This is an optimization exercise on Yosys and OpenROAD, whose aim is small area, a short achievable clock period and few clock cycles, not a production implementation. Only simulation tests tie the RTL to the original design; equivalence was not proved. No activity file was given, so power comes from the tool's default toggle rates.

`flow/config.mk`:
```
export PLATFORM = sky130hd
export DESIGN_NAME = MIPS
export DESIGN_NICKNAME = MIPS
export VERILOG_FILES = /design/flow/design.v
export SDC_FILE = /design/flow/constraint.sdc
export NUM_CORES = 4
export LEC_CHECK = 0
export ABC_AREA = 1
export CAP_MARGIN = 20
export CORE_MARGIN = 2
export CORE_UTILIZATION = 40
export PLACE_DENSITY = 0.55
export SLEW_MARGIN = 20
export SYNTH_HIERARCHICAL = 1
```
`flow/constraint.sdc`:
```
create_clock -name core_clock -period 32.0 [get_ports {clk}]
set_input_delay 6.4000 -clock core_clock [delete_from_list [all_inputs] [get_ports {clk}]]
set_output_delay 6.4000 -clock core_clock [all_outputs]
set_load 0.01 [all_outputs]
```
`flow/design.v`:
```
module MIPS(
    clk,
    rst_n,
    in_valid,
    instruction,
    output_reg,
    out_valid,
    out_1,
    out_2,
    out_3,
    out_4,
    instruction_fail
);
input clk;
input rst_n;
input in_valid;
input [31:0] instruction;
input [19:0] output_reg;
output logic out_valid, instruction_fail;
output logic [15:0] out_1, out_2, out_3, out_4;
function automatic [5:0] dec(input [4:0] c);
    dec[0] = (c == 5'b10001);
    dec[1] = (c == 5'b10010);
    dec[2] = (c == 5'b01000);
    dec[3] = (c == 5'b10111);
    dec[4] = (c == 5'b11111);
    dec[5] = (c == 5'b10000);
endfunction
function automatic [15:0] strip(input [15:0] x);
    logic [15:0] y;
    y = x;
    if (y[7:0] == 8'd0) y = y >> 8;
    if (y[3:0] == 4'd0) y = y >> 4;
    if (y[1:0] == 2'd0) y = y >> 2;
    if (y[0] == 1'b0)   y = y >> 1;
    strip = y;
endfunction
function automatic [15:0] sstrip(input [15:0] x, input neg);
    logic [16:0] y;
    y = {neg, x};
    if (y[7:0] == 8'd0) y = {{8{neg}}, y[16:8]};
    if (y[3:0] == 4'd0) y = {{4{neg}}, y[16:4]};
    if (y[1:0] == 2'd0) y = {{2{neg}}, y[16:2]};
    if (y[0] == 1'b0)   y = {neg, y[16:1]};
    sstrip = {y[15:1] ^ {15{neg}}, y[0]};
endfunction
function automatic [3:0] ctz(input [15:0] x);
    logic [15:0] y;
    y = x;
    ctz[3] = (y[7:0] == 8'd0); if (ctz[3]) y = y >> 8;
    ctz[2] = (y[3:0] == 4'd0); if (ctz[2]) y = y >> 4;
    ctz[1] = (y[1:0] == 2'd0); if (ctz[1]) y = y >> 2;
    ctz[0] = (y[0] == 1'b0);
endfunction
function automatic [15:0] lowbit(input [15:0] x);
    logic seen;
    seen = 1'b0;
    for (int i = 0; i < 16; i++) begin
        lowbit[i] = x[i] && !seen;
        seen = seen || x[i];
    end
endfunction
function automatic onehot16(input [15:0] x);
    logic any, multi;
    any = 1'b0;
    multi = 1'b0;
    for (int i = 0; i < 16; i++) begin
        multi = multi | (any & x[i]);
        any = any | x[i];
    end
    onehot16 = any && !multi;
endfunction
function automatic [2:0] idx(input [5:0] h);
    idx = 3'd7;
    for (int j = 0; j < 6; j++)
        if (h[j]) idx = j[2:0];
endfunction
function automatic [15:0] rev(input [15:0] x);
    for (int i = 0; i < 16; i++) rev[i] = x[15 - i];
endfunction
logic [15:0] R [0:5];
logic [15:0] A, B;
logic        Bneg;
logic [3:0]  sh;
logic op_add, op_and, op_or, op_nor, op_shl, op_shr, op_one;
logic busy, first;
logic [5:0] dest;
logic [3:0] hit;
logic [2:0] osel [0:3];
logic [5:0]  rs1h, rt1h, rd1h, wdest;
logic        rtype, addi, f_add, f_and, f_or, f_nor, f_shl, f_shr, f_gcd, is_gcd;
logic        fail, za, zb, pa, pb, same, gdone;
logic [15:0] ra, rb;
logic [5:0]  zf, pf;
assign rs1h  = dec(instruction[25:21]);
assign rt1h  = dec(instruction[20:16]);
assign rd1h  = dec(instruction[15:11]);
assign rtype = (instruction[31:26] == 6'b000000);
assign addi  = (instruction[31:26] == 6'b001000);
assign f_add = (instruction[6:0] == 7'b0100000);
assign f_and = (instruction[6:0] == 7'b0100100);
assign f_or  = (instruction[6:0] == 7'b0100101);
assign f_nor = (instruction[6:0] == 7'b0100111);
assign f_shl = (instruction[6:0] == 7'b0000000);
assign f_shr = (instruction[6:0] == 7'b0000010);
assign f_gcd = (instruction[6:0] == 7'b1111000);
assign is_gcd = rtype && f_gcd;
assign wdest = rtype ? rd1h : rt1h;
always_comb begin
    ra = 16'd0;
    rb = 16'd0;
    for (int j = 0; j < 6; j++) begin
        zf[j] = (R[j] == 16'd0);
        pf[j] = onehot16(R[j]);
        ra = ra | ({16{rs1h[j]}} & R[j]);
        rb = rb | ({16{rt1h[j]}} & R[j]);
    end
end
assign za = |(rs1h & zf);
assign zb = |(rt1h & zf);
assign pa = |(rs1h & pf);
assign pb = |(rt1h & pf);
assign same = (instruction[25:21] == instruction[20:16]);
assign fail = !(rtype || addi) || !(|rs1h) || !(|rt1h) ||
              (rtype && (!(|rd1h) ||
                         !(f_add || f_and || f_or || f_nor || f_shl || f_shr || f_gcd))) ||
              (is_gcd && (za || zb));
assign gdone = same || pa || pb;
logic [15:0] u1, u2;
logic [16:0] d2;
logic        t1, t2;
MIPS_gcd_step gcd_step (.A(A), .B(B), .Bneg(Bneg), .u1(u1), .u2(u2), .d2(d2), .t1(t1), .t2(t2));
logic [15:0] res;
MIPS_alu_out alu_out (
    .A(A), .B(B), .sh(sh),
    .op_add(op_add), .op_and(op_and), .op_or(op_or), .op_nor(op_nor),
    .op_shl(op_shl), .op_shr(op_shr), .op_one(op_one),
    .hit(hit), .osel0(osel[0]), .osel1(osel[1]), .osel2(osel[2]), .osel3(osel[3]),
    .R0(R[0]), .R1(R[1]), .R2(R[2]), .R3(R[3]), .R4(R[4]), .R5(R[5]),
    .res(res), .out_1(out_1), .out_2(out_2), .out_3(out_3), .out_4(out_4));
always_ff @(posedge clk or negedge rst_n) begin
    if (!rst_n) begin
        out_valid <= 1'b0;
        busy <= 1'b0;
    end else if (in_valid) begin
        out_valid <= !(is_gcd && !fail && !gdone);
        busy <= is_gcd && !fail && !gdone;
    end else if (busy) begin
        out_valid <= t1 || t2;
        busy <= !(t1 || t2);
    end else begin
        out_valid <= 1'b0;
    end
end
always_ff @(posedge clk) begin
    if (busy) begin
        A <= t1 ? u1 : u2;
        B <= d2[15:0];
        Bneg <= d2[16];
    end else begin
        if (rtype && f_shl) A <= rb;
        else if (rtype && f_shr) A <= rev(rb);
        else A <= ra;
        B <= addi ? instruction[15:0] : rb;
        Bneg <= 1'b0;
    end
end
always_ff @(posedge clk) begin
    first <= in_valid;
    if (busy) begin
        if (first) sh <= ctz(A | B);
    end else begin
        sh <= instruction[10:7];
    end
end
always_ff @(posedge clk) begin
    if (!busy) begin
        op_add <= addi || f_add;
        op_and <= !addi && f_and;
        op_or  <= !addi && (f_or || (f_gcd && same));
        op_nor <= !addi && f_nor;
        op_shl <= !addi && (f_shl || (f_gcd && !gdone));
        op_shr <= !addi && f_shr;
        op_one <= !addi && f_gcd && !same && (pa || pb);
        instruction_fail <= fail;
        dest <= fail ? 6'd0 : wdest;
        hit[0] <= !fail && |(dec(output_reg[4:0])   & wdest);
        hit[1] <= !fail && |(dec(output_reg[9:5])   & wdest);
        hit[2] <= !fail && |(dec(output_reg[14:10]) & wdest);
        hit[3] <= !fail && |(dec(output_reg[19:15]) & wdest);
        osel[0] <= fail ? 3'd7 : idx(dec(output_reg[4:0]) & ~wdest);
        osel[1] <= fail ? 3'd7 : idx(dec(output_reg[9:5]) & ~wdest);
        osel[2] <= fail ? 3'd7 : idx(dec(output_reg[14:10]) & ~wdest);
        osel[3] <= fail ? 3'd7 : idx(dec(output_reg[19:15]) & ~wdest);
    end
end
always_ff @(posedge clk or negedge rst_n) begin
    if (!rst_n) begin
        for (int j = 0; j < 6; j++) R[j] <= 16'd0;
    end else begin
        for (int j = 0; j < 6; j++)
            if (out_valid && dest[j]) R[j] <= res;
    end
end
endmodule
module MIPS_gcd_step (
    input  logic [15:0] A,
    input  logic [15:0] B,
    input  logic        Bneg,
    output logic [15:0] u1,
    output logic [15:0] u2,
    output logic [16:0] d2,
    output logic        t1,
    output logic        t2
);
function automatic [5:0] dec(input [4:0] c);
    dec[0] = (c == 5'b10001);
    dec[1] = (c == 5'b10010);
    dec[2] = (c == 5'b01000);
    dec[3] = (c == 5'b10111);
    dec[4] = (c == 5'b11111);
    dec[5] = (c == 5'b10000);
endfunction
function automatic [15:0] strip(input [15:0] x);
    logic [15:0] y;
    y = x;
    if (y[7:0] == 8'd0) y = y >> 8;
    if (y[3:0] == 4'd0) y = y >> 4;
    if (y[1:0] == 2'd0) y = y >> 2;
    if (y[0] == 1'b0)   y = y >> 1;
    strip = y;
endfunction
function automatic [15:0] sstrip(input [15:0] x, input neg);
    logic [16:0] y;
    y = {neg, x};
    if (y[7:0] == 8'd0) y = {{8{neg}}, y[16:8]};
    if (y[3:0] == 4'd0) y = {{4{neg}}, y[16:4]};
    if (y[1:0] == 2'd0) y = {{2{neg}}, y[16:2]};
    if (y[0] == 1'b0)   y = {neg, y[16:1]};
    sstrip = {y[15:1] ^ {15{neg}}, y[0]};
endfunction
function automatic [3:0] ctz(input [15:0] x);
    logic [15:0] y;
    y = x;
    ctz[3] = (y[7:0] == 8'd0); if (ctz[3]) y = y >> 8;
    ctz[2] = (y[3:0] == 4'd0); if (ctz[2]) y = y >> 4;
    ctz[1] = (y[1:0] == 2'd0); if (ctz[1]) y = y >> 2;
    ctz[0] = (y[0] == 1'b0);
endfunction
function automatic [15:0] lowbit(input [15:0] x);
    logic seen;
    seen = 1'b0;
    for (int i = 0; i < 16; i++) begin
        lowbit[i] = x[i] && !seen;
        seen = seen || x[i];
    end
endfunction
function automatic onehot16(input [15:0] x);
    logic any, multi;
    any = 1'b0;
    multi = 1'b0;
    for (int i = 0; i < 16; i++) begin
        multi = multi | (any & x[i]);
        any = any | x[i];
    end
    onehot16 = any && !multi;
endfunction
function automatic [2:0] idx(input [5:0] h);
    idx = 3'd7;
    for (int j = 0; j < 6; j++)
        if (h[j]) idx = j[2:0];
endfunction
function automatic [15:0] rev(input [15:0] x);
    for (int i = 0; i < 16; i++) rev[i] = x[15 - i];
endfunction
logic [15:0] us1, vs1, vs2;
logic [16:0] d1;
assign us1 = strip(A);
assign vs1 = sstrip(B, Bneg);
assign d1  = {1'b0, us1} - {1'b0, vs1};
assign u1  = d1[16] ? us1 : vs1;
assign t1  = (d1 == 17'd0) || (vs1 == 16'd1);
assign vs2 = sstrip(d1[15:0], d1[16]);
assign d2  = {1'b0, u1} - {1'b0, vs2};
assign u2  = d2[16] ? u1 : vs2;
assign t2  = (d2 == 17'd0) || (vs2 == 16'd1);
endmodule
module MIPS_alu_out (
    input  logic [15:0] A,
    input  logic [15:0] B,
    input  logic [3:0]  sh,
    input  logic        op_add, op_and, op_or, op_nor, op_shl, op_shr, op_one,
    input  logic [3:0]  hit,
    input  logic [2:0]  osel0, osel1, osel2, osel3,
    input  logic [15:0] R0, R1, R2, R3, R4, R5,
    output logic [15:0] res,
    output logic [15:0] out_1, out_2, out_3, out_4
);
function automatic [5:0] dec(input [4:0] c);
    dec[0] = (c == 5'b10001);
    dec[1] = (c == 5'b10010);
    dec[2] = (c == 5'b01000);
    dec[3] = (c == 5'b10111);
    dec[4] = (c == 5'b11111);
    dec[5] = (c == 5'b10000);
endfunction
function automatic [15:0] strip(input [15:0] x);
    logic [15:0] y;
    y = x;
    if (y[7:0] == 8'd0) y = y >> 8;
    if (y[3:0] == 4'd0) y = y >> 4;
    if (y[1:0] == 2'd0) y = y >> 2;
    if (y[0] == 1'b0)   y = y >> 1;
    strip = y;
endfunction
function automatic [15:0] sstrip(input [15:0] x, input neg);
    logic [16:0] y;
    y = {neg, x};
    if (y[7:0] == 8'd0) y = {{8{neg}}, y[16:8]};
    if (y[3:0] == 4'd0) y = {{4{neg}}, y[16:4]};
    if (y[1:0] == 2'd0) y = {{2{neg}}, y[16:2]};
    if (y[0] == 1'b0)   y = {neg, y[16:1]};
    sstrip = {y[15:1] ^ {15{neg}}, y[0]};
endfunction
function automatic [3:0] ctz(input [15:0] x);
    logic [15:0] y;
    y = x;
    ctz[3] = (y[7:0] == 8'd0); if (ctz[3]) y = y >> 8;
    ctz[2] = (y[3:0] == 4'd0); if (ctz[2]) y = y >> 4;
    ctz[1] = (y[1:0] == 2'd0); if (ctz[1]) y = y >> 2;
    ctz[0] = (y[0] == 1'b0);
endfunction
function automatic [15:0] lowbit(input [15:0] x);
    logic seen;
    seen = 1'b0;
    for (int i = 0; i < 16; i++) begin
        lowbit[i] = x[i] && !seen;
        seen = seen || x[i];
    end
endfunction
function automatic onehot16(input [15:0] x);
    logic any, multi;
    any = 1'b0;
    multi = 1'b0;
    for (int i = 0; i < 16; i++) begin
        multi = multi | (any & x[i]);
        any = any | x[i];
    end
    onehot16 = any && !multi;
endfunction
function automatic [2:0] idx(input [5:0] h);
    idx = 3'd7;
    for (int j = 0; j < 6; j++)
        if (h[j]) idx = j[2:0];
endfunction
function automatic [15:0] rev(input [15:0] x);
    for (int i = 0; i < 16; i++) rev[i] = x[15 - i];
endfunction
logic [15:0] shl;
assign shl = A << sh;
always_comb begin
    res = ({16{op_add}} & (A + B))
        | ({16{op_and}} & (A & B))
        | ({16{op_or}}  & (A | B))
        | ({16{op_nor}} & ~(A | B))
        | ({16{op_shl}} & shl)
        | ({16{op_shr}} & rev(shl))
        | ({16{op_one}} & lowbit(A | B));
end
logic [15:0] R [0:5];
logic [2:0]  osel [0:3];
assign R[0] = R0; assign R[1] = R1; assign R[2] = R2;
assign R[3] = R3; assign R[4] = R4; assign R[5] = R5;
assign osel[0] = osel0; assign osel[1] = osel1; assign osel[2] = osel2; assign osel[3] = osel3;
logic [15:0] o [0:3];
always_comb begin
    for (int k = 0; k < 4; k++) begin
        o[k] = {16{hit[k]}} & res;
        for (int j = 0; j < 6; j++)
            o[k] = o[k] | ({16{osel[k] == j}} & R[j]);
    end
end
assign out_1 = o[0];
assign out_2 = o[1];
assign out_3 = o[2];
assign out_4 = o[3];
endmodule
```
`flow/flow/run.sh`:
```
#!/bin/bash
# The standard layout (standard.sh: standard synthesis and ORFS steps),
# with two changes: port buffers are sky130_fd_sc_hd__buf_2 (instead of the
# slow delay buffer buffer_ports picks by default), and timing repair aims
# 22.8 ns above the 32 ns target's zero slack, so that it also shortens the
# few slowest paths.
set -euo pipefail
export BUFFER_PORTS_ARGS="-buffer_cell sky130_fd_sc_hd__buf_2"
export SETUP_SLACK_MARGIN=22.8
bash standard.sh > standard.log 2>&1
```
`flow/standard.sh`:
```
#!/bin/bash
# synth_recipe.tcl (not shown) runs the flow's synth.tcl, then flattens the netlist and writes it again
# the make line also repeats each setting of config.mk as NAME=value (left out here)
make -C /OpenROAD-flow-scripts/flow DESIGN_CONFIG=/design/flow/config.mk WORK_HOME=/design/flow/orfs CLKGATE_MAP_FILE= SYNTH_SCRIPT=/design/flow/synth_recipe.tcl "${@:-finish}"
```
==> reports/results.txt, run 1 <==
Run status -> finished clean
Max cap viols -> 0
Top-area cell type share of the netlist area -> 18.9%
Syn Nets -> 3,855
Max_slew headroom -> 26.4%
DP HPWL -> 76,100 µm
Post-CTS Hold Buffers -> 0
FF+latch count, synth -> 166
Post-Syn Instances -> 3,745
Area growth, synth to finish -> 8.56%
Nets -> 3,886
Kind of critical path -> reg -> out
Clk slew on worst S/H paths -> 80 ps
Hold Vio Cnt, Final -> 0
Max clock buf depth -> 2
Routed WL -> 98,400 µm
Share of cells above drive strength 1 -> 12.0%
CTS tree -> done
Core area -> 0.0539 mm²
H-Tree Depth -> 4
Row cnt -> 85
Top-Level Pins -> 121
Die H -> 238 µm
Final count of pins violating max slew -> 0
Mapped Area -> 0.0219 mm²
GRT Residual Overflow -> 0
DR vias/cell -> 5.96
# port buffers -> 120
Post-route setup TNS -> 0 ps
Largest net degree at the start of global routing -> 70
Most frequent cells in the layout -> nand2_1, inv_1, nand3_1, o21ai_0, nor2_1
Later-pin clock latency in the skew report -> 470 ps
Yosys warns -> 16
Primary FF master, synth -> dfrtp_1
Initial antenna violation count -> 1
Number of global-route vias before repair -> 23,676
Most common cell after layout, fill and taps aside -> nand2_1
Final setup violation count -> 0
Leakage power -> 0.0131 µW
Peak supply drop -> 0.178 mV
CTS buffer count -> 17
Post-DRT Antenna Nets -> 0
Asr flop ratio synth -> 59.0%
Mapped Avg Cell Area -> 5.84 µm²
Via count -> 26,715
WP data arrival -> 2820 ps
Pwr dens -> 123 mW/mm²
# diodes -> 0
Post-synth EDFFs -> 34
DRT iter0 DRCs -> 3,830
Hold WC Path Type -> reg -> reg
Type of destination of the critical path -> output port
Crit Path Max Fanout -> 16
CP Launch Type -> register
Per-cell routed wire length -> 22.0 µm
First-pass GRT wire length -> 147,000 µm
Leading post-synthesis cells by cell area -> nand2_1, dfrtp_1, inv_1
RSZ-0062 raised after global routing -> yes
Clock Sinks -> 166
Area leader, netlist -> nand2_1
Fin crit share -> 28.8%
Die ar. -> 0.0565 mm²
Critical Path RT -> 25,600 ps
Tmin final -> 9220 ps
FMAX -> 108 MHz
Proportion of synthesized chip area in sequential cells -> 19.0%
1st-pass router iterations -> 7
All-Layer GR Usage -> 33.8%
Die Width -> 238 µm
Initial Util -> 40.5%
Drt drc -> 0
Final Skew -> 18.9 ps
Actual slew at the worst max-slew pin -> 1100 ps
Routability cong. -> 1.05
Final core utilization -> 44.0%
CTS Root Cell -> clkbuf_16
Library cells used by synthesis -> 69
Yosys stat by module (local to each module, per instance):
module,copies in the design,flip-flops and latches,cell area [µm²],cells
MIPS_alu_out,1,0,5540,1109
MIPS_gcd_step,1,0,5970,1201
MIPS,1,166,10300,1435
cell usage after synthesis (9+ instances only):
library cell	n
nand2_1	1100
inv_1	502
nand3_1	365
o21ai_0	269
nor2_1	238
o22ai_1	207
dfrtp_1	98
a21oi_1	92
nor3_1	86
nand4_1	70
clkbuf_1	59
o21ai_1	54
ha_1	53
nand2_2	46
buf_2	41
dfxtp_1	34
edfxtp_1	34
inv_2	31
nand3_2	28
nor4_1	23
o211ai_1	22
a221oi_1	21
xor2_1	20
buf_4	19
nor2_2	19
mux2i_1	18
nor2_4	18
buf_6	14
o21ai_2	14
nand3b_1	13
o2111ai_1	11
or2_2	11
o221ai_1	10
a31oi_1	9
nand2_4	9
sequential cells by signal (all words and copies together), names as in the netlist:
register and count:
first 1, A 16, busy 1, B 16
out_valid 1, R 96, op_shr 1, instruction_fail 1
op_shl 1, op_and 1, op_add 1, op_one 1
op_nor 1, dest 6, hit 4, sh 4
op_or 1, osel 12, Bneg 1
stage by stage:
step	hold slack (ps)	area, µm²	setup slack (ps)	power (µW)	instances
2_1_floorplan	474	21900	23710	2130	3745
3_5_place_dp	515	22700	22740	2650	4436
3_3_place_gp	507	22700	22890	2650	4435
4_1_cts	557	23500	22800	2880	4475
5_1_grt	573	23700	22750	3240	4485
6_report	549	23700	22780	2930	4485
critical path, stage by stage (launching register included):
cell and delay (ps):
edfxtp_1 460, inv_1 130, nor2_1 50, nand2_1 720, o22ai_1 140, nor3_1 600, nand2_1 100, buf_2 160
power breakdown:
group | internal (µW) | switching [µW] | total, µW
Combinational | 712 | 1760 | 2470
Clock | 123 | 102 | 225
Sequential | 219 | 12.2 | 231
layer usage:
layer	track usage [%]	share of wire (%)	up-vias
li1	-	-	12647
met2	47.7	40	1618
met4	14.2	4.6	2
met5	0	0.0071	-
met1	49.6	44	12190
met3	6.39	12	258
cell families after synthesis:
kind of cell    count (synthesis)  share of synthesized area [%]
fa+ha+maj                      55                           3.22
mux                            18                          0.824
simple gates                 2047                           42.5
compound gates                757                           20.8
xor+xnor                       23                          0.956
flops                         166                           19.0
buf+inv                       679                           12.7
layout make-up:
cell class,instances,area [µm²]
Fill cell,5873,30200
Multi-Input combinational cell,2900,15100
Sequential cell,166,4230
Inverter,541,2040
Tap cell,696,871
Timing Repair Buffer,150,848
Clock buffer,18,450
Clock inverter,14,181
final timing paths:
path	startpoint	endpoint	slack, ps	depth (start not counted)
min in group asynchronous	rst_n	R[5][6]	5880	1
max in group asynchronous	rst_n	R[1][14]	24890	2
max reg2reg	B[1]	A[2]	23670	44
min reg2reg	R[4][13]	R[4][13]	550	2
min	R[4][13]	R[4][13]	550	2
max	osel[2][0]	out_3[15]	22780	7
timing repair:
action                                  CTS  global route
setup buffers                             7            10
endpoints found under the hold margin     0             0
gates resized for setup                  34            53
pin swaps                                 4             6
endpoints found under the setup margin   63            71
Testbench counts, summed over its fixed seeds: cycles 6,193.
==> run 2: changes to the inputs <==
==> flow/flow/run.sh (replaced) <==
#!/bin/bash
# The standard layout (standard.sh: ORFS steps from synthesis to the
# final layout) with three changes:
#  - synthesis is synth_recipe.tcl unchanged, except that ABC maps the GCD
#    step module (MIPS_gcd_step) with flow/abc_gcd.script (area-oriented
#    mapping under a delay target) and the other modules with ORFS's own
#    abc_area.script (a copy in flow/); registers are untouched by ABC;
#  - port buffers are sky130_fd_sc_hd__buf_2 (instead of the slow delay
#    buffer buffer_ports picks by default);
#  - timing repair aims 22.8 ns above the 32 ns target's zero slack, so that
#    it also shortens the slowest paths.
set -euo pipefail
here=$(pwd)
cat > "$here/flow_synth.tcl" <<TCL
proc abc {args} {
  set i [lsearch -exact \$args -script]
  if {\$i >= 0} { set args [lreplace \$args \$i [expr {\$i + 1}]] }
  yosys abc -script $here/flow/abc_gcd.script {*}\$args MIPS_gcd_step
  yosys abc -script $here/flow/abc_alu.script {*}\$args MIPS_alu_out
  yosys abc -script $here/flow/abc_area.script {*}\$args MIPS
}
source $here/synth_recipe.tcl
TCL
sed "s#SYNTH_SCRIPT=[^ ]*#SYNTH_SCRIPT=$here/flow_synth.tcl#" standard.sh > flow_standard.sh
grep -q "SYNTH_SCRIPT=$here/flow_synth.tcl" flow_standard.sh
export BUFFER_PORTS_ARGS="-buffer_cell sky130_fd_sc_hd__buf_2"
export SETUP_SLACK_MARGIN=22.8
bash flow_standard.sh > standard.log 2>&1
==> flow/flow/abc_alu.script (new file) <==
&get -n
&st
&dch
&nf
&st
&syn2
&if -g -K 6
&synch2
&nf
&st
&syn2
&if -g -K 6
&synch2
&nf
&st
&syn2
&if -g -K 6
&synch2
&nf
&st
&syn2
&if -g -K 6
&synch2
&nf
&st
&syn2
&if -g -K 6
&synch2
&nf
&put
buffer -c
topo
stime -c
upsize -c
dnsize -c
==> flow/flow/abc_area.script (new file) <==
strash
dch
map -B 0.9
topo
stime -c
buffer -c
upsize -c
dnsize -c
==> flow/flow/abc_gcd.script (new file) <==
strash
dch
map -D 6000
topo
stime -c
buffer -c
upsize -c
dnsize -c
--- a/flow/config.mk
+++ b/flow/config.mk
@@ -8,7 +8,7 @@
 export ABC_AREA = 1
 export CAP_MARGIN = 20
 export CORE_MARGIN = 2
-export CORE_UTILIZATION = 40
-export PLACE_DENSITY = 0.55
+export CORE_UTILIZATION = 30
+export PLACE_DENSITY = 0.45
 export SLEW_MARGIN = 20
 export SYNTH_HIERARCHICAL = 1
==> run 2 against run 1 <==
Sequential share of layout area decreased by 1.4 points. Wire length increased by 11%. Hold slack improved by 130 ps. Non-clock buffer count increased by 173. Critical path type unchanged. Critical path depth increased by 3. Via count decreased by 6.4%. Critical endpoint is now out_1[6]. First-iteration DRC count decreased by 25%. Maximum frequency decreased by 4.0%. Highest routed layer unchanged. Register-to-register slack got worse by 210 ps. Largest power group unchanged. Synthesized area decreased by 3.3%. Clock skew increased by 6.6 ps. Flip-flop and latch count unchanged.
==> reports/results.txt, run 2 <==
Run status -> finished clean
Drt drc -> 0
Max cap viols -> 0
Die H -> 269 µm
Proportion of synthesized chip area in sequential cells -> 19.7%
Pwr dens -> 90.1 mW/mm²
# port buffers -> 120
Crit path largest cell delay -> 640 ps
FMAX -> 104 MHz
Max FFs per register -> 96
Final setup violation count -> 0
Hold_ws -> 675 ps
Worst path cell trace -> buf_4 > buf_4 > buf_4 > mux2i_2 > nor2_1 > a222oi_1 > o211ai_1 > or4b_4 > a221o_1 > buf_2
Top-Level Pins -> 121
Row cnt -> 97
Critical Path RT -> 25,600 ps
Hold Vio Cnt, Final -> 0
Peak supply drop -> 0.102 mV
Mapped Avg Cell Area -> 6.76 µm²
Primary FF master, synth -> dfrtp_1
Share of cells above drive strength 1 -> 22.5%
Per-cell routed wire length -> 25.6 µm
Largest net degree at the start of global routing -> 56
Clock Sinks -> 166
Library cells used by synthesis -> 103
Type of destination of the critical path -> output port
DR vias/cell -> 5.86
Top-count cell post-synth -> nand2_1
DP HPWL -> 79,700 µm
Die ar. -> 0.0726 mm²
Asr flop ratio synth -> 59.0%
Post-Syn Instances -> 3,126
Fill cells -> 7,498
Routed WL -> 109,000 µm
First-pass GRT wire length -> 157,000 µm
CTS buffer count -> 17
CTS Root Cell -> clkbuf_16
Most common cell after layout, fill and taps aside -> nand2_1
Multi-input gate area -> 0.0160 mm²
CP Launch Type -> register
1st-pass router iterations -> 8
Clk slew on worst S/H paths -> 80 ps
Post-DRT Antenna Nets -> 0
Yosys warns -> 16
Most frequent cells after synthesis -> nand2_1, inv_1, nor2_1
RSZ-0062 raised after global routing -> yes
Number of global-route vias before repair -> 23,377
WP data arrival -> 3210 ps
Register area -> 0.00426 mm²
Fin crit share -> 30.0%
Top-area cell type share of the netlist area -> 11.6%
Leading post-synthesis cells by cell area -> dfrtp_1, nand2_1, o21ai_0
Crit Path Max Fanout -> 4
GRT Residual Overflow -> 0
Die Width -> 269 µm
Tmin final -> 9610 ps
Area growth, synth to finish -> 22.3%
Post-synth EDFFs -> 34
Initial Util -> 30.2%
H-Tree Depth -> 4
Worst Path Buf+Inv -> 4
Leakage power -> 0.0122 µW
FF+latch count, synth -> 166
Mapped Area -> 0.0211 mm²
Area leader, netlist -> dfrtp_1
All-Layer GR Usage -> 28.8%
Most frequent cells in the layout -> nand2_1, inv_1, nor2_1, o21ai_0, a21oi_1
CP delay by family, top -> compound AO/OA/AOI/OAI gates
Cell mode on critical path -> buf_4
Syn Nets -> 3,236
Routability cong. -> 0.996
Max_slew headroom -> 26.7%
Actual slew at the worst max-slew pin -> 1100 ps
Nets -> 3,420
DRT iter0 DRCs -> 2,858
Final Skew -> 25.5 ps
Core area -> 0.0699 mm²
Kind of critical path -> reg -> out
Max clock buf depth -> 2
CTS tree -> done
Via count -> 24,995
Regs by FF count -> R x96, A x16, B x16
Final count of pins violating max slew -> 0
Biggest register -> R
Later-pin clock latency in the skew report -> 480 ps
Initial antenna violation count -> 5
Power, Total -> 2330 µW
Post-route setup TNS -> 0 ps
Hold WC Path Type -> reg -> reg
Critical-path top delay cell -> or4b_4
==> run 2: path summary, 6_finish.rpt <==
kind	start	depth (start not counted)	slack, ps	end
min in group asynchronous	rst_n	1	5920	R[5][2]
setup / recovery	A[0]	10	22390	out_1[6]
setup reg to reg	B[6]	39	23460	A[14]
hold reg to reg	R[2][3]	2	670	R[2][3]
max in group asynchronous	rst_n	2	24820	R[0][10]
hold / removal	R[2][3]	2	670	R[2][3]
==> run 2: cell type report <==
cell class	instances	share of cell area (%)
Antenna cell	2	0.0194
Clock buffer	17	1.65
Clock inverter	15	0.731
Inverter	362	5.29
Multi-Input combinational cell	2440	61.9
Sequential cell	166	16.5
Tap cell	940	4.55
Timing Repair Buffer	323	9.34
==> run 2: repair_timing <==
action                     4_1_cts  5_1_grt
gates resized for setup        231       72
buffers inserted               108       48
hold endpoints to repair         0        0
pin swaps                       79       55
gates cloned                     1        5
hold buffers                     0        0
setup endpoints to repair       82       85
==> run 2: per-layer routing <==
metal	track usage, %	vias to the layer above	wire length, µm
li1	-	11395	-
met1	40.2	11944	48000
met2	42.3	1400	46000
met3	5.63	250	9860
met4	13.7	6	5230
met5	0	-	28
==> run 2: cell families after synthesis <==
group	count (synthesis)	synth area share (%)
xor gates and xnor gates	65	2.80
AOI/OAI and AO/OA	915	28.0
muxes	173	10.1
buffers and inverters	525	9.93
adders and majority gates	55	3.33
and+or+nand+nor	1227	26.2
DFF	166	19.7
==> run 2: Yosys stat by module, one instance, submodules excluded <==
module,copies in the design,cells
MIPS_alu_out,1,870
MIPS_gcd_step,1,821
MIPS,1,1435
==> run 2: per-stage QoR <==
step / instance area, µm² / worst slack [ps] / util (%) / std cells
2_1_floorplan: 21100 / 22940 / - / 3126
3_3_place_gp: 22500 / 22170 / 32.2 / 4069
3_5_place_dp: 22500 / 22190 / 32.2 / 4069
4_1_cts: 25000 / 22400 / 35.8 / 4210
5_1_grt: 25800 / 22350 / 37.0 / 4263
6_report: 25800 / 22390 / 37.0 / 4265
==> run 2: power breakdown <==
group | switching, µW | total, µW | leakage [µW] | internal [µW]
logic | 1280 | 1880 | 0.0104 | 598
registers | 10.1 | 229 | 0.00152 | 219
clock network | 103 | 221 | 0.000299 | 119
==> run 2: tightest hold or removal path: stages, from the launching register on <==
cell     delay, ps
dfrtp_1        490
nand2_1         80
o21ai_0         70
==> run 3: changes to the inputs <==
--- a/flow/flow/run.sh
+++ b/flow/flow/run.sh
@@ -16,7 +16,7 @@
   set i [lsearch -exact \$args -script]
   if {\$i >= 0} { set args [lreplace \$args \$i [expr {\$i + 1}]] }
   yosys abc -script $here/flow/abc_gcd.script {*}\$args MIPS_gcd_step
-  yosys abc -script $here/flow/abc_alu.script {*}\$args MIPS_alu_out
+  yosys abc -script $here/flow/abc_area.script {*}\$args MIPS_alu_out
   yosys abc -script $here/flow/abc_area.script {*}\$args MIPS
 }
 source $here/synth_recipe.tcl
removed: flow/flow/abc_alu.script
==> run 3 against run 2 <==
Still clean on timing, DRC and antenna. Design area shrank 11%. Synthesized cell count up 7.6%. Wire length decreased by 8.3%. Maximum frequency is 4.6% higher. Die area is 3.9% lower. Power down 3.6%. Sequential share of layout area up 2.0 points. Worst setup slack better by 420 ps. Flip-flop and latch count unchanged. Critical endpoint is now out_3[12]. Largest cell class unchanged. Largest power group unchanged.
==> reports/results.txt, run 3 <==
Fin cells -> 4,317
Clk slew on worst S/H paths -> 70 ps
Library cells used by synthesis -> 77
Fin crit share -> 28.7%
Max cap viols -> 0
Initial Util -> 30.3%
Post-Layout Inst Area -> 0.0230 mm²
FF-to-FF Start -> B[0]
Mapped Avg Cell Area -> 6.03 µm²
Die ar. -> 0.0698 mm²
CTS buffer count -> 17
Yosys warns -> 16
CP Launch Type -> register
Per-cell routed wire length -> 23.2 µm
1st-pass router iterations -> 7
DR vias/cell -> 5.65
Clock Sinks -> 166
Syn Nets -> 3,475
Placed Cells -> 4,244
Max FFs per register -> 96
Die H -> 264 µm
Final Skew -> 15.4 ps
Pwr dens -> 97.7 mW/mm²
Area growth, synth to finish -> 13.1%
Post-Syn Instances -> 3,365
Max_slew headroom -> 27.6%
All-Layer GR Usage -> 27.8%
Most frequent cells in the layout -> nand2_1, inv_1, o21ai_0, nor2_1, o22ai_1
Final setup violation count -> 0
CTS Root Cell -> clkbuf_16
Tmin final -> 9180 ps
Share of cells above drive strength 1 -> 14.7%
Crit path from -> osel[2][0]
Kind of critical path -> reg -> out
DP HPWL -> 76,100 µm
Core area -> 0.0670 mm²
Nets -> 3,540
Initial antenna violation count -> 4
Top-area cell type share of the netlist area -> 15.2%
Logic gate share of total power -> 79.9%
Hold WC Path Type -> reg -> reg
Hold Vio Cnt, Final -> 0
Routability cong. -> 0.982
Routed WL -> 100,000 µm
H-Tree Depth -> 4
RSZ-0062 raised after global routing -> yes
Power, Total -> 2240 µW
First-pass GRT wire length -> 146,000 µm
Worst min-delay path startpoint -> R[2][8]
Most common cell after layout, fill and taps aside -> nand2_1
Largest net degree at the start of global routing -> 70
Area leader, netlist -> nand2_1
Via count -> 24,410
Clock power share -> 9.9%
Critical Path RT -> 25,600 ps
FMAX -> 109 MHz
Biggest register -> R
DRT iter0 DRCs -> 3,088
Max clock buf depth -> 2
FF+latch count, synth -> 166
Row cnt -> 95
Number of global-route vias before repair -> 22,276
Peak supply drop -> 0.126 mV
Drt drc -> 0
Actual slew at the worst max-slew pin -> 1080 ps
Seq pwr share -> 10.3%
Regs by FF count -> R x96, A x16, B x16
Post-DRT Antenna Nets -> 0
Asr flop ratio synth -> 59.0%
Post-synth EDFFs -> 34
Proportion of synthesized chip area in sequential cells -> 20.5%
DP Area -> 0.0215 mm²
# port buffers -> 120
Type of destination of the critical path -> output port
Later-pin clock latency in the skew report -> 500 ps
Most frequent cells after synthesis -> nand2_1, inv_1, nor2_1, o21ai_0, o22ai_1
Leading post-synthesis cells by cell area -> nand2_1, dfrtp_1, inv_1
Post-route setup TNS -> 0 ps
Switching fraction of total power -> 60.6%
Primary FF master, synth -> dfrtp_1
Top-Level Pins -> 121
Top-count cell post-synth -> nand2_1
GRT Residual Overflow -> 0
Fin worst setup slack -> 22,820 ps
Die Width -> 264 µm
Run status -> finished clean
Setup WS pre-CTS -> 22,400 ps
Psw -> 1360 µW
WP data arrival -> 2780 ps
Crit Path Max Fanout -> 16
Leakage power -> 0.0120 µW
CTS tree -> done
Final count of pins violating max slew -> 0
Pint -> 884 µW
Mapped Area -> 0.0203 mm²
## run 3: modules after synthesis, one instance, submodules excluded
module / flops+latches / copies in the design / cells / area (µm²)
MIPS_alu_out: 0 / 1 / 1109 / 5540
MIPS: 166 / 1 / 1435 / 10300
MIPS_gcd_step: 0 / 1 / 821 / 4420
## run 3: power by group through the flow
stage / registers, µW / logic, µW / clock network [µW]
final: 230 / 1790 / 222
after global routing: 231 / 1980 / 233
after CTS: 231 / 1730 / 226
after detailed placement: 236 / 1710 / 0
after global placement: 235 / 1740 / 0
after floorplan: 228 / 1330 / 0
## run 3: final cells by class
type / instances / area [µm²]
inverters: 516 / 1960
diodes: 1 / 2.50
flip-flops and latches: 166 / 4230
repair buffers: 170 / 1000
fillers: 7609 / 44100
multi-input cells: 2558 / 14100
repair inverters: 1 / 7.51
clock buffers: 18 / 429
well taps: 873 / 1090
clock inverters: 14 / 168
## run 3: metal layers
layer  GRT usage [%]  part of all wire, %  up-vias
met2            40.0                   41     1196
met4            11.0                  4.0        4
met5               0                0.025        -
met3            5.45                  8.2      196
li1                -                    -    11530
met1            40.2                   46    11484
## run 3: cells by family after synthesis
group	after synthesis	share of synthesized area (%)
mux	25	1.23
compound gates	838	25.0
fa+ha+maj	55	3.46
simple gates	1577	34.5
xor+xnor	60	2.70
flops	166	20.5
buf+inv	644	12.7
## run 3: final timing paths
kind                            cells past startpoint   endpoint  slack [ps]
worst max register to register                     45  out_valid       23600
worst max-delay path                                7  out_3[12]       22820
min in group asynchronous                           1    R[4][7]        5930
worst min-delay path                                2    R[2][8]         540
worst min register to register                      2    R[2][8]         540
max in group asynchronous                           2   R[1][15]       24830
## run 3: per-stage QoR
step / utilization (%) / hold slack [ps]
2_1_floorplan: - / 474
3_3_place_gp: 32.1 / 532
3_5_place_dp: 32.1 / 513
4_1_cts: 33.5 / 529
5_1_grt: 34.3 / 574
6_report: 34.3 / 539
## run 3: critical path, stage by stage (launching register included)
cell and delay (ps):
edfxtp_1 480, inv_1 160, nor2_1 60, nand2_1 700, o22ai_1 160, nor3_1 460, nand2_1 110, buf_2 150
## run 3: repair_timing
action	in CTS	in global routing
pin swaps	13	16
hold buffers	0	0
cloned	1	3
endpoints found under the setup margin	66	79
buffers inserted	16	20
resized for setup	83	76
==> run 4: changes to the inputs <==
--- a/flow/flow/run.sh
+++ b/flow/flow/run.sh
@@ -17,7 +17,7 @@
   if {\$i >= 0} { set args [lreplace \$args \$i [expr {\$i + 1}]] }
   yosys abc -script $here/flow/abc_gcd.script {*}\$args MIPS_gcd_step
   yosys abc -script $here/flow/abc_area.script {*}\$args MIPS_alu_out
-  yosys abc -script $here/flow/abc_area.script {*}\$args MIPS
+  yosys abc -script $here/flow/abc_top.script {*}\$args MIPS
 }
 source $here/synth_recipe.tcl
 TCL
==> flow/flow/abc_top.script (new file) <==
strash
dch
map -a
topo
stime -c
buffer -c
upsize -c
dnsize -c
==> run 4 against run 3 <==
Hold slack lost 22 ps. Maximum frequency grew 0.20%. Final cell count shrank 1.8%. Highest routed layer is now met4. Worst setup slack gained 18 ps. First-iteration DRC count shrank 1.3%. Critical path depth shrank 1. Clock power shrank 4%. Non-clock buffer count grew 38. Clock-buffer cell count is the same. Flip-flop and latch count is the same. Design area shrank 1.6%. Clock skew shrank 2.5 ps. Critical endpoint is now out_3[2].
==> reports/results.txt, run 4 <==
Psw -> 1500 µW
Top Layer Used -> met4
Type of destination of the critical path -> output port
DRT iter0 DRCs -> 3,047
CTS tree -> done
Share of cells above drive strength 1 -> 14.5%
All-Layer GR Usage -> 29.0%
Largest net degree at the start of global routing -> 56
Worst path cell trace -> inv_1 > nand3_1 > o22ai_1 > nor3_1 > nand2_1 > buf_2
Met2 WL -> 45,700 µm
CP Launch Type -> register
Biggest register -> R
Area leader, netlist -> nand2_1
Number of global-route vias before repair -> 21,974
Crit Path Max Fanout -> 16
Post-route setup TNS -> 0 ps
Critical-path top delay cell -> nand3_1
Yosys warns -> 16
Mapped Area -> 0.0198 mm²
Most common cell after layout, fill and taps aside -> nand2_1
Actual slew at the worst max-slew pin -> 1120 ps
DR vias/cell -> 5.73
Hold WC Path Type -> reg -> reg
Post-CTS Hold Buffers -> 0
Clock Sinks -> 166
Most frequent cells after synthesis -> nand2_1, inv_1, nor2_1
Power, Total -> 2410 µW
Hold_ws -> 517 ps
Primary FF master, synth -> dfrtp_1
Post-synth EDFFs -> 34
Run status -> finished clean
DR WL met3 -> 9250 µm
Routability cong. -> 0.990
Regs by FF count -> R x96, A x16, B x16
CTS buffer count -> 17
Pwr dens -> 107 mW/mm²
Die ar. -> 0.0679 mm²
Library cells used by synthesis -> 76
Area growth, synth to finish -> 14.5%
Post-Syn Instances -> 3,258
GRT Residual Overflow -> 0
Proportion of synthesized chip area in sequential cells -> 21.0%
Pint -> 909 µW
Max clock buf depth -> 2
RSZ-0062 raised after global routing -> yes
Per-cell routed wire length -> 24.1 µm
Fin crit share -> 28.6%
Die H -> 261 µm
Mapped Avg Cell Area -> 6.06 µm²
Later-pin clock latency in the skew report -> 470 ps
Leakage power -> 0.0105 µW
Fill cells -> 7,307
Initial antenna violation count -> 3
Max FFs per register -> 96
Clock power share -> 8.9%
Critical Path RT -> 25,600 ps
Top-Level Pins -> 121
Tmin final -> 9160 ps
WP data arrival -> 2760 ps
Setup WS pre-CTS -> 22,300 ps
Final count of pins violating max slew -> 0
Logic gate share of total power -> 79.3%
# diodes -> 0
Via count -> 24,308
Nets -> 3,474
FMAX -> 109 MHz
Peak supply drop -> 0.119 mV
CTS Root Cell -> clkbuf_16
Max cap viols -> 0
Clk slew on worst S/H paths -> 70 ps
Die Width -> 261 µm
Most frequent cells in the layout -> nand2_1, inv_1, nor2_1, o21ai_0, o22ai_1
Hold Vio Cnt, Final -> 0
FF+latch count, synth -> 166
Crit path largest cell delay -> 800 ps
Top-count cell post-synth -> nand2_1
1st-pass router iterations -> 8
Post-DRT Antenna Nets -> 0
H-Tree Depth -> 4
Core area -> 0.0655 mm²
Switching fraction of total power -> 62.3%
Leading post-synthesis cells by cell area -> nand2_1, dfrtp_1, inv_1
Drt drc -> 0
Final core utilization -> 34.5%
Fin worst setup slack -> 22,840 ps
Row cnt -> 94
Final Skew -> 12.9 ps
DP HPWL -> 77,900 µm
Max_slew headroom -> 25.2%
# port buffers -> 120
Syn Nets -> 3,368
Asr flop ratio synth -> 59.0%
Top-area cell type share of the netlist area -> 13.3%
Seq pwr share -> 11.9%
Kind of critical path -> reg -> out
First-pass GRT wire length -> 146,000 µm
Final setup violation count -> 0
Initial Util -> 30.2%
Metal-1 WL -> 42,700 µm
Routed WL -> 102,000 µm
==> run 4: cell count changes after synthesis, sizes merged, moves of 13 or more <==
| cell | before | now |
|---|---|---|
| mux2i | 25 | 9 |
| nand2 | 840 | 716 |
| a22oi | 4 | 41 |
| buf | 68 | 51 |
| o211ai | 24 | 7 |
| nand4 | 71 | 58 |
| nor2 | 293 | 337 |
| clkbuf | 60 | 74 |
| nand3 | 221 | 185 |
==> run 4: layer usage <==
layer / up-vias / GRT usage, %
met2: 1282 / 46.5
met1: 11405 / 38.8
met4: 0 / 10.8
li1: 11369 / -
met5: - / 0
met3: 252 / 5.26
==> run 4: power by group through the flow <==
stage               Sequential, µW  Combinational, µW  Clock (µW)
floorplan                      258               1390           0
global route                   286               2120         224
global placement               292               1880           0
finish                         286               1910         213
detailed placement             291               1850           0
CTS                            285               1860         217
==> run 4: Yosys stat by module, one instance, submodules excluded <==
module         copies in the design  cells  cell area, µm²
MIPS_gcd_step                     1    821            4420
MIPS                              1   1328            9800
MIPS_alu_out                      1   1109            5540
==> run 4: path summary, 6_finish.rpt <==
check / start / end / slack [ps] / cells after the start
setup / recovery: osel[2][2] / out_3[2] / 22840 / 6
hold reg to reg: R[3][9] / R[3][9] / 520 / 2
min in group asynchronous: rst_n / R[1][13] / 5980 / 1
setup reg to reg: A[4] / out_valid / 23610 / 50
max in group asynchronous: rst_n / R[0][3] / 24900 / 2
hold / removal: R[3][9] / R[3][9] / 520 / 2
==> run 4: worst max-delay path: cells and delay by family (launching register included) <==
kind / cells / cell delay [ps]
AOI/OAI and AO/OA: 1 / 470
and+or+nand+nor: 3 / 1060
DFF: 1 / 430
buffers and inverters: 2 / 320
==> run 4: repair_timing <==
item                                    in CTS  in global routing
endpoints found under the setup margin      81                 88
cloned                                       2                  2
pin swaps                                    3                 20
resized for setup                           62                 79
buffers inserted                            14                 34
==> run 4: kinds of logic (layout without fill, tap and decap cells) <==
kind of cell             count (synthesis)  count (layout)  synth area share, %
buffers and inverters                  632             748                 12.6
AO/OA/AOI/OAI                          879             879                 27.2
XOR/XNOR                                59              59                 2.73
adder cells (fa/ha/maj)                 55              55                 3.56
flip-flops                             166             166                 21.0
multiplexers                             9               9                0.456
AND/OR/NAND/NOR                       1458            1461                 32.4
==> run 4: cell type report <==
type                    instances  area, µm²  share of cell area (%)
repair inverters                1       7.51                  0.0332
well taps                     864       1080                    4.78
multi-input cells            2463      13500                    59.8
clock inverters                14        149                   0.658
repair buffers                208       1270                    5.64
flip-flops and latches        166       4240                    18.7
inverters                     507       1920                    8.49
clock buffers                  18        429                    1.90
==> run 4: per-stage QoR <==
step	cell area (µm²)	instances
2_1_floorplan	19800	3258
3_3_place_gp	21200	4157
3_5_place_dp	21200	4157
4_1_cts	22100	4205
5_1_grt	22600	4241
6_report	22600	4241
==> run 5: changes to the inputs <==
--- a/flow/flow/run.sh
+++ b/flow/flow/run.sh
@@ -1,10 +1,12 @@
 #!/bin/bash
 # The standard layout (standard.sh: ORFS steps from synthesis to the
 # final layout) with three changes:
-#  - synthesis is synth_recipe.tcl unchanged, except that ABC maps the GCD
-#    step module (MIPS_gcd_step) with flow/abc_gcd.script (area-oriented
-#    mapping under a delay target) and the other modules with ORFS's own
-#    abc_area.script (a copy in flow/); registers are untouched by ABC;
+#  - synthesis is synth_recipe.tcl unchanged, except that ABC maps each
+#    module with its own script: the GCD step module (MIPS_gcd_step) with
+#    flow/abc_gcd.script (area-oriented mapping under a delay target), the
+#    top module (MIPS) with flow/abc_top.script (area-only mapping), and the
+#    ALU/output module with ORFS's own abc_area.script (a copy in flow/);
+#    registers are untouched by ABC;
 #  - port buffers are sky130_fd_sc_hd__buf_2 (instead of the slow delay
 #    buffer buffer_ports picks by default);
 #  - timing repair aims 22.8 ns above the 32 ns target's zero slack, so that
==> run 5 against run 4 <==
Synthesized cell count unchanged. Still clean on timing, DRC and antenna. Sequential power about the same. Largest power group unchanged. Sequential share of layout area unchanged. Largest cell class unchanged. Global-route usage unchanged. Worst setup slack unchanged.
==> reports/results.txt, run 5 <==
Top-area cell type share of the netlist area -> 13.3%
Die Width -> 261 µm
Clk slew on worst S/H paths -> 70 ps
Row cnt -> 94
Crit Path Max Fanout -> 16
Fin crit share -> 28.6%
Hold_ws -> 517 ps
Syn Nets -> 3,368
Later-pin clock latency in the skew report -> 470 ps
Critical Path RT -> 25,600 ps
Post-Syn Instances -> 3,258
CP Launch Type -> register
FMAX -> 109 MHz
WP data arrival -> 2760 ps
Number of global-route vias before repair -> 21,974
Kind of critical path -> reg -> out
Leakage power -> 0.0105 µW
GRT Residual Overflow -> 0
DRT iter0 DRCs -> 3,047
Max clock buf depth -> 2
Initial Util -> 30.2%
Biggest register -> R
1st-pass router iterations -> 8
Final setup violation count -> 0
CTS Root Cell -> clkbuf_16
Max cap viols -> 0
Die H -> 261 µm
Clock Sinks -> 166
Leading post-synthesis cells by cell area -> nand2_1, dfrtp_1, inv_1
Final Skew -> 12.9 ps
First-pass GRT wire length -> 146,000 µm
Per-cell routed wire length -> 24.1 µm
H-Tree Depth -> 4
All-Layer GR Usage -> 29.0%
Hold Vio Cnt, Final -> 0
CTS tree -> done
Post-route setup TNS -> 0 ps
FF+latch count, synth -> 166
Peak supply drop -> 0.119 mV
Max FFs per register -> 96
Final count of pins violating max slew -> 0
# port buffers -> 120
Top-count cell post-synth -> nand2_1
Initial antenna violation count -> 3
GR Util met1 -> 38.8%
Most common cell after layout, fill and taps aside -> nand2_1
Primary FF master, synth -> dfrtp_1
Nets -> 3,474
Area leader, netlist -> nand2_1
Yosys warns -> 16
Library cells used by synthesis -> 76
Mapped Avg Cell Area -> 6.06 µm²
Logic gate share of total power -> 79.3%
Top-Level Pins -> 121
Actual slew at the worst max-slew pin -> 1120 ps
Most frequent cells after synthesis -> nand2_1, inv_1, nor2_1
Routed WL -> 102,000 µm
Mapped Area -> 0.0198 mm²
Met2 usage -> 46.5%
Tmin final -> 9160 ps
Proportion of synthesized chip area in sequential cells -> 21.0%
CTS buffer count -> 17
Regs by FF count -> R x96, A x16, B x16
Post-DRT Antenna Nets -> 0
Area growth, synth to finish -> 14.5%
DP HPWL -> 77,900 µm
# diodes -> 0
Pint -> 909 µW
Asr flop ratio synth -> 59.0%
Psw -> 1500 µW
Largest net degree at the start of global routing -> 56
Via count -> 24,308
Share of cells above drive strength 1 -> 14.5%
Max_slew headroom -> 25.2%
DR vias/cell -> 5.73
Switching fraction of total power -> 62.3%
Drt drc -> 0
Run status -> finished clean
Pwr dens -> 107 mW/mm²
Core area -> 0.0655 mm²
Post-synth EDFFs -> 34
Hold WC Path Type -> reg -> reg
Met3 GRT Util -> 5.26%
Die ar. -> 0.0679 mm²
RSZ-0062 raised after global routing -> yes
Type of destination of the critical path -> output port
Most frequent cells in the layout -> nand2_1, inv_1, nor2_1, o21ai_0, o22ai_1
Gr busiest metal -> met2
Routability cong. -> 0.990
Clock power share -> 8.9%
Seq pwr share -> 11.9%
[run 5: cell counts in the layout (fill, tap and decap cells not counted)]
Identical to the previous run, type by type.
[run 5: worst paths after layout]
kind | start | end | slack [ps] | depth (start not counted)
hold / removal | R[3][9] | R[3][9] | 520 | 2
setup reg to reg | A[4] | out_valid | 23610 | 50
setup / recovery | osel[2][2] | out_3[2] | 22840 | 6
max in group asynchronous | rst_n | R[0][3] | 24900 | 2
hold reg to reg | R[3][9] | R[3][9] | 520 | 2
min in group asynchronous | rst_n | R[1][13] | 5980 | 1
[run 5: cells by family after synthesis]
| family | count (synthesis) | synth area share (%) |
|---|---|---|
| AOI/OAI and AO/OA | 879 | 27.2 |
| xor gates and xnor gates | 59 | 2.73 |
| adders and majority gates | 55 | 3.56 |
| buffers and inverters | 632 | 12.6 |
| DFF | 166 | 21.0 |
| muxes | 9 | 0.456 |
| and+or+nand+nor | 1458 | 32.4 |
[run 5: final cells by class]
class	count	area [µm²]
clock buffers	18	429
fillers	7307	42900
well taps	864	1080
clock inverters	14	149
multi-input cells	2463	13500
inverters	507	1920
repair inverters	1	7.51
flip-flops and latches	166	4240
repair buffers	208	1270
[run 5: critical path, cell delays in order, from the launching register on]
cell and delay, ps:
edfxtp_1 430, inv_1 150, nand3_1 800, o22ai_1 470
nor3_1 100, nand2_1 160, buf_2 170
[run 5: power groups by stage]
stage | combinational [µW] | sequential [µW] | clock, µW
after floorplan | 1390 | 258 | 0
after global placement | 1880 | 292 | 0
after detailed placement | 1850 | 291 | 0
after CTS | 1860 | 285 | 217
after global routing | 2120 | 286 | 224
final | 1910 | 286 | 213
[run 5: per-module statistics from Yosys (local to each module, per instance)]
module | times used | flip-flops and latches | cells | cell area, µm²
MIPS_gcd_step | 1 | 0 | 821 | 4420
MIPS | 1 | 166 | 1328 | 9800
MIPS_alu_out | 1 | 0 | 1109 | 5540
[run 5: timing repair]
action,in CTS,in global routing
resized for setup,62,79
setup buffers,14,34
endpoints found under the setup margin,81,88
pin swaps,3,20
gates cloned,2,2
hold buffers,0,0
[run 5: routing by layer]
metal / share of wire (%) / up-vias
met5: 0 / -
met4: 4.3 / 0
met3: 9.1 / 252
met2: 45 / 1282
met1: 42 / 11405
li1: - / 11369
[run 5: per-stage QoR]
stage / worst slack (ps) / utilization, % / area (µm²) / std cells / total power, µW
2_1_floorplan: 23510 / - / 19800 / 3258 / 1650
5_1_grt: 22750 / 34.5 / 22600 / 4241 / 2630
4_1_cts: 22800 / 33.7 / 22100 / 4205 / 2370
3_5_place_dp: 22300 / 32.3 / 21200 / 4157 / 2140
6_report: 22840 / 34.5 / 22600 / 4241 / 2410
3_3_place_gp: 22270 / 32.3 / 21200 / 4157 / 2170
==> run 6: changes to the inputs <==
--- a/flow/flow/run.sh
+++ b/flow/flow/run.sh
@@ -9,7 +9,7 @@
 #    registers are untouched by ABC;
 #  - port buffers are sky130_fd_sc_hd__buf_2 (instead of the slow delay
 #    buffer buffer_ports picks by default);
-#  - timing repair aims 22.8 ns above the 32 ns target's zero slack, so that
+#  - timing repair aims 23.0 ns above the 32 ns target's zero slack, so that
 #    it also shortens the slowest paths.
 set -euo pipefail
 here=$(pwd)
@@ -26,5 +26,5 @@
 sed "s#SYNTH_SCRIPT=[^ ]*#SYNTH_SCRIPT=$here/flow_synth.tcl#" standard.sh > flow_standard.sh
 grep -q "SYNTH_SCRIPT=$here/flow_synth.tcl" flow_standard.sh
 export BUFFER_PORTS_ARGS="-buffer_cell sky130_fd_sc_hd__buf_2"
-export SETUP_SLACK_MARGIN=22.8
+export SETUP_SLACK_MARGIN=23.0
 bash flow_standard.sh > standard.log 2>&1
==> run 6 against run 5 <==
Via count up 1.2%. Critical path type unchanged. Utilization up 1.4 points. Largest cell class unchanged. First-iteration DRC count up 1.5%.
==> reports/results.txt, run 6 <==
Clk slew on worst S/H paths -> 70 ps
Drt drc -> 0
Max cap viols -> 0
Clock Sinks -> 166
Most frequent cells in the layout -> nand2_1, inv_1, nor2_1, o21ai_0, o22ai_1
Post-Syn Instances -> 3,258
Post-CTS Hold Buffers -> 0
Top-Level Pins -> 121
Gr busiest metal -> met2
Hold Path Stages -> 2
Die H -> 261 µm
DR vias/cell -> 5.74
Top-area cell type share of the netlist area -> 13.3%
Via count -> 24,594
DP HPWL -> 77,900 µm
Critical-path top delay cell -> nor3_4
CTS Root Cell -> clkbuf_16
Met2 usage -> 47.4%
Power, Total -> 2480 µW
GR Util met1 -> 39.1%
Die Width -> 261 µm
Most frequent cells after synthesis -> nand2_1, inv_1, nor2_1
Library cells used by synthesis -> 76
Hold_ws -> 515 ps
Initial Util -> 30.2%
Fin worst setup slack -> 22,930 ps
Area growth, synth to finish -> 19.2%
Worst path cell trace -> nor3_4 > clkinv_2 > o22ai_1 > nor3_2 > nand2_2 > buf_6
Nets -> 3,516
Max_slew headroom -> 28.9%
R2r worst-path depth -> 53
R2r setup slk -> 23,610 ps
Most common cell after layout, fill and taps aside -> nand2_1
CTS tree -> done
Tmin final -> 9070 ps
Largest net degree at the start of global routing -> 56
First-pass GRT wire length -> 148,000 µm
Leakage power -> 0.0108 µW
Hold WC Path Type -> reg -> reg
End of the critical path -> out_1[7]
Pwr dens -> 105 mW/mm²
CTS buffer count -> 17
Register area -> 0.00426 mm²
Primary FF master, synth -> dfrtp_1
Routed WL -> 103,000 µm
Post-DRT Antenna Nets -> 0
Multi-input gate area -> 0.0140 mm²
Per-cell routed wire length -> 24.1 µm
Reg2reg end -> out_valid
Max clock buf depth -> 2
CP Launch Type -> register
Kind of critical path -> reg -> out
Routability cong. -> 0.990
Crit path largest cell delay -> 590 ps
Fin crit share -> 28.3%
Final setup violation count -> 0
Asr flop ratio synth -> 59.0%
FF+latch count, synth -> 166
Crit path from -> osel[0][1]
FMAX -> 110 MHz
Initial antenna violation count -> 2
GRT Residual Overflow -> 0
Peak supply drop -> 0.118 mV
Post-synth EDFFs -> 34
Actual slew at the worst max-slew pin -> 1070 ps
Number of global-route vias before repair -> 22,189
Regs by FF count -> R x96, A x16, B x16
FF-to-FF Start -> A[0]
Mapped Avg Cell Area -> 6.06 µm²
Met3 GRT Util -> 5.14%
1st-pass router iterations -> 8
Proportion of synthesized chip area in sequential cells -> 21.0%
RSZ-0062 raised after global routing -> yes
Crit Path Max Fanout -> 10
Max FFs per register -> 96
Leading post-synthesis cells by cell area -> nand2_1, dfrtp_1, inv_1
Area leader, netlist -> nand2_1
Later-pin clock latency in the skew report -> 470 ps
Top-count cell post-synth -> nand2_1
Die ar. -> 0.0679 mm²
Type of destination of the critical path -> output port
Fill cells -> 7,228
Final count of pins violating max slew -> 0
Biggest register -> R
Setup WS pre-CTS -> 22,300 ps
Row cnt -> 94
WP data arrival -> 2670 ps
Run status -> finished clean
# diodes -> 0
Final Skew -> 12.3 ps
Post-route setup TNS -> 0 ps
Core area -> 0.0655 mm²
# port buffers -> 120
Critical Path RT -> 25,600 ps
Syn Nets -> 3,368
Yosys warns -> 16
Hold Vio Cnt, Final -> 0
All-Layer GR Usage -> 29.3%
Share of cells above drive strength 1 -> 18.1%
H-Tree Depth -> 4
DRT iter0 DRCs -> 3,092
Mapped Area -> 0.0198 mm²
-- run 6: cell counts after synthesis --
Identical to the previous run, type by type.
-- run 6: critical path: cells and delay by family (launching register included) --
kind            cells  cell delay, ps
buf+inv             2             560
flops               1             490
simple gates        3             860
compound gates      1             270
-- run 6: logic make-up (layout without fill, tap and decap cells) --
logic type	Yosys count	after routing	share of synthesized area, %
adders and majority gates	55	55	3.56
muxes	9	9	0.456
xor gates and xnor gates	59	59	2.73
AOI/OAI and AO/OA	879	879	27.2
DFF	166	166	21.0
and+or+nand+nor	1458	1461	32.4
buffers and inverters	632	790	12.6
-- run 6: worst min path at each step --
stage	from	end	slack, ps
final	R[3][9]	R[3][9]	520
after global routing	R[3][5]	R[3][5]	550
after CTS	R[3][9]	R[3][9]	520
after detailed placement	R[3][9]	R[3][9]	510
after global placement	R[3][9]	R[3][9]	490
after floorplan	R[2][4]	R[2][4]	470
-- run 6: repair_timing --
item	in CTS	in global routing
buffers inserted	48	42
resized for setup	138	154
setup endpoints to repair	91	90
hold endpoints to repair	0	0
pin swaps	17	48
cloned	2	2
-- run 6: layout make-up --
| cell class | count | share of cell area [%] |
|---|---|---|
| inverter | 507 | 8.22 |
| tap | 864 | 4.59 |
| clock buffer | 18 | 1.82 |
| timing repair buffer | 250 | 7.30 |
| clock inverter | 14 | 0.632 |
| sequential | 166 | 18.1 |
| multi-input combinational | 2463 | 59.3 |
| timing repair inverter | 1 | 0.0319 |
-- run 6: Yosys stat by module, one instance, submodules excluded --
module | flip-flops and latches | copies in the design | cell area (µm²) | cells inside
MIPS | 166 | 1 | 9800 | 1328
MIPS_alu_out | 0 | 1 | 5540 | 1109
MIPS_gcd_step | 0 | 1 | 4420 | 821
-- run 6: routing by layer --
layer	vias up	share of wire, %	wire (µm)
li1	11448	-	-
met1	11499	41	42800
met2	1390	45	46400
met3	257	9.4	9720
met4	0	4.3	4460
met5	-	0	0
-- run 6: power by group --
part           internal [µW]  switching (µW)
Clock                    115            98.1
Combinational            609            1370
Sequential               232            52.4
Total                    957            1520
-- run 6: per-stage QoR --
| step | cells | utilization (%) | area [µm²] |
|---|---|---|---|
| finish | 4283 | 36.0 | 23600 |
| CTS | 4239 | 34.5 | 22600 |
| global route | 4283 | 36.0 | 23600 |
| floorplan | 3258 | - | 19800 |
| detailed placement | 4157 | 32.3 | 21200 |
| global placement | 4157 | 32.3 | 21200 |

[port drivers added, routing unchanged]
No port has a modelled driver above. Below, the same layouts with a new extraction and two added sets of constraints.
Step 1 (the two cells are an assumption about what drives the block):
set clk [get_ports {clk}]
set_driving_cell -lib_cell sky130_fd_sc_hd__clkbuf_16 $clk
set_driving_cell -lib_cell sky130_fd_sc_hd__buf_2 [delete_from_list [all_inputs] $clk]
Step 2 moves the port delays by t, midway between the first and last clock arrival at a register: inputs arrive t later, outputs are due t later. That takes back most of the time a late clock gives input paths.
a / b / c = ideal / step 1 / step 2; a / b = the first two.
run	t, ns	setup slack, ns	worst hold slack (ns)	worst slew at a driven data input, ns
run 1	0.512	22.777 / 22.725 / 22.806	0.549 / 0.549 / 0.549	0.07
run 2	0.530	22.394 / 22.333 / 22.722	0.675 / 0.675 / 0.675	0.07
run 3	0.554	22.819 / 22.761 / 22.634	0.539 / 0.539 / 0.539	0.08
run 4	0.530	22.837 / 22.774 / 22.513	0.517 / 0.517 / 0.517	0.08
run 5	0.530	22.837 / 22.774 / 22.513	0.517 / 0.517 / 0.517	0.08
run 6	0.530	22.934 / 22.872 / 22.662	0.515 / 0.515 / 0.515	0.09
After both steps setup and hold are still met in every run listed.
